What follows belongs to an exercise in optimizing a design on an open flow for small area; a production flow would make more cautious choices.
The RTL was checked by simulation tests, not by an equivalence proof against the original design.
Power and IR drop assume default switching activity.

Design magnitude_wrapper, start of the top module:
module magnitude_wrapper(
	input aclk,
	input aresetn,
	input s_i_data_valid,
	output reg s_o_data_ready,
	input [31:0] s_i_data,
	output reg m_o_data_valid,
	input m_i_data_ready,
	output [31:0] m_o_data
    );
	reg start, ack;
	reg f1, f2, f3;
	reg [15:0] a_re, a_im;
	reg [31:0] p;         
	reg [31:0] cn;        
	reg pc_14, cnc_14;
	wire tc_14, cvc_14, cdc_14;
	reg pc_22, cnc_22;
	wire tc_22, cvc_22, cdc_22;
	wire acc = s_i_data_valid & ~ack;
	wire [15:0] xn;       
	wire [31:0] t;        
	wire [31:0] cv;       
	wire [31:0] mo;
	wire [31:0] cd;
	wire sel_re = f2;
	wire sel_im = f1 | f3;
	wire sel_pin = ~ack & ~f1;
	wire pm = f1 | (ack & ~f2);
	wire ld_t = m_i_data_ready & f3;
	wire ld_p = m_i_data_ready & ~f3;
	wire hold = ~m_i_data_ready;
	p_a222oi um0 (.a1(sel_re), .a2(a_re[0]), .b1(sel_im), .b2(a_im[0]), .c1(sel_pin), .c2(s_i_data[0]), .y(xn[0]));
	p_a222oi um1 (.a1(sel_re), .a2(a_re[1]), .b1(sel_im), .b2(a_im[1]), .c1(sel_pin), .c2(s_i_data[1]), .y(xn[1]));
	p_a222oi um2 (.a1(sel_re), .a2(a_re[2]), .b1(sel_im), .b2(a_im[2]), .c1(sel_pin), .c2(s_i_data[2]), .y(xn[2]));
	p_a222oi um3 (.a1(sel_re), .a2(a_re[3]), .b1(sel_im), .b2(a_im[3]), .c1(sel_pin), .c2(s_i_data[3]), .y(xn[3]));
	p_a222oi um4 (.a1(sel_re), .a2(a_re[4]), .b1(sel_im), .b2(a_im[4]), .c1(sel_pin), .c2(s_i_data[4]), .y(xn[4]));
	p_a222oi um5 (.a1(sel_re), .a2(a_re[5]), .b1(sel_im), .b2(a_im[5]), .c1(sel_pin), .c2(s_i_data[5]), .y(xn[5]));
  ...
Size: roughly 580 cells after synthesis, about 110 flip-flops, ~70 I/O pins, roughly 7200 µm² of cells after synthesis.
==> flow/config.mk <==
export PLATFORM = sky130hd
export DESIGN_NAME = magnitude_wrapper
export DESIGN_NICKNAME = magnitude_wrapper
export VERILOG_FILES = /design/flow/design.v
export SDC_FILE = /design/flow/constraint.sdc
export NUM_CORES = 4
export LEC_CHECK = 0
export CAP_MARGIN = 20
export CORE_MARGIN = 2
export CORE_UTILIZATION = 40
export SLEW_MARGIN = 20
export SYNTH_HIERARCHICAL = 1
export SYNTH_MINIMUM_KEEP_SIZE = 0
==> flow/constraint.sdc <==
create_clock -name core_clock -period 10.0 [get_ports {aclk}]
set_input_delay 2.0000 -clock core_clock [delete_from_list [all_inputs] [get_ports {aclk}]]
set_output_delay 2.0000 -clock core_clock [all_outputs]
set_load 0.01 [all_outputs]
standard.sh (not shown) runs the stock make flow with config.mk's settings and CLKGATE_MAP_FILE= SYNTH_SCRIPT=/design/flow/synth_recipe.tcl, a recipe that flattens the netlist after the stock synthesis.
==> flow/flow/run.sh <==
#!/bin/bash
# Standard layout, but the port buffers are the smallest plain buffer and
# the clock tree uses smaller buffers without dummy loads.
set -euo pipefail
export BUFFER_PORTS_ARGS="-buffer_cell sky130_fd_sc_hd__buf_1"
export CTS_ARGS="-sink_clustering_enable -repair_clock_nets -dont_use_dummy_load -buf_list sky130_fd_sc_hd__clkbuf_8"
bash standard.sh finish > standard_flow.log 2>&1
==> next run, changes <==
==> flow/flow/run.sh (replaced) <==
#!/bin/bash
# Standard layout, but the port buffers are the smallest plain buffer.
set -euo pipefail
export BUFFER_PORTS_ARGS="-buffer_cell sky130_fd_sc_hd__buf_1"
bash standard.sh finish > standard_flow.log 2>&1
Outcome:
- The new run completed without violations
- worst hold slack got worse by 5.0 ps
- global-route usage increases by 0.25 points
- clock skew went down by 22 ps
- critical path depth is higher by 1

---

== orange ==
magnitude_wrapper again, from the RTL that the note above started with.
==> flow/config.mk <==
export PLATFORM = sky130hd
export DESIGN_NAME = magnitude_wrapper
export DESIGN_NICKNAME = magnitude_wrapper
export VERILOG_FILES = /design/flow/design.v
export SDC_FILE = /design/flow/constraint.sdc
export NUM_CORES = 4
export LEC_CHECK = 0
export CAP_MARGIN = 0
export CORE_MARGIN = 2
export CORE_UTILIZATION = 40
export SLEW_MARGIN = 0
export SYNTH_HIERARCHICAL = 1
export SYNTH_MINIMUM_KEEP_SIZE = 0
==> flow/constraint.sdc <==
create_clock -name core_clock -period 10.0 [get_ports {aclk}]
set_input_delay 2.0000 -clock core_clock [delete_from_list [all_inputs] [get_ports {aclk}]]
set_output_delay 2.0000 -clock core_clock [all_outputs]
set_load 0.01 [all_outputs]
==> flow/flow/run.sh <==
#!/bin/bash
# Standard layout, but the port buffers are the smallest plain buffer.
set -euo pipefail
export BUFFER_PORTS_ARGS="-buffer_cell sky130_fd_sc_hd__buf_1"
bash standard.sh finish > standard_flow.log 2>&1
[inputs] red vs orange
- SLEW_MARGIN changed from 0 to 20
- CAP_MARGIN changed from 0 to 20
- GPL_TIMING_DRIVEN newly set to 0
-- flow/flow/run.sh --
<<< orange, line 2
# Standard layout, but the port buffers are the smallest plain buffer.
>>> red, line 2
# Standard layout, but the port buffers are the smallest plain buffer and
# the clock tree uses smaller buffers without dummy loads.
<<< orange, line 5
>>> red, line 6
export CTS_ARGS="-sink_clustering_enable -repair_clock_nets -dont_use_dummy_load -buf_list sky130_fd_sc_hd__clkbuf_8"
Results
Of orange and red, red shows the higher logic depth of the worst register-to-register path, with orange below it.
red does worse than orange on internal reg-to-reg setup slack.
Between orange and red, the flow reports wire length decreasing slightly.
Relative to orange, the routed wire length per instance measured on red has decreased by a few percent.
Of red and orange, it is red that has the higher length of routed wiring on met1.
Re sequential cell count: no difference whatsoever between orange and red.
red reports a lower worst setup margin than orange does.
Relative to orange, share of power burned in combinational logic has increased by 4.0 points in red.
The final reports for red and orange show fraction of met1 tracks used by global routing higher in the former.
Changes observed in red relative to orange: cell count after synthesis was more or less identical, transition at the pin with the smallest max-transition slack has decreased.

## afterwards: timing with drivers on the ports
In the flow no input, the clock included, has a driving cell. The finished layouts below were timed again as built, in two steps.
Step 1 assumes that a clkbuf_16 drives the clock port and a buf_2 every other input.
Step 2 also shifts input and output timing later by t, the mid clock arrival at the registers, as if the neighbouring blocks saw the same clock.
a / b / c = ideal / step 1 / step 2; a / b = the first two.
| run | t, ns | slack for setup (ns) | worst setup path after step 2 | worst data-port slew with drivers (ns) | cell pins on the clock port's net |
|---|---|---|---|---|---|
| the first run of note 1 | 0.413 | 1.801 / 1.818 / 1.405 | input to register | 0.04 | 1 |
| the second run of note 1 | 0.404 | 1.803 / 1.816 / 1.412 | input to register | 0.04 | 1 |
| orange | 0.405 | 1.805 / 1.819 / 1.414 | input to register | 0.04 | 1 |
| red | 0.417 | 1.202 / 1.211 / 0.793 | input to register | 0.05 | 1 |
After both steps every run listed still meets setup and hold. For red, which loses most, drivers alone change the setup slack by +0.009 ns; drivers and shift together by -0.409 ns.
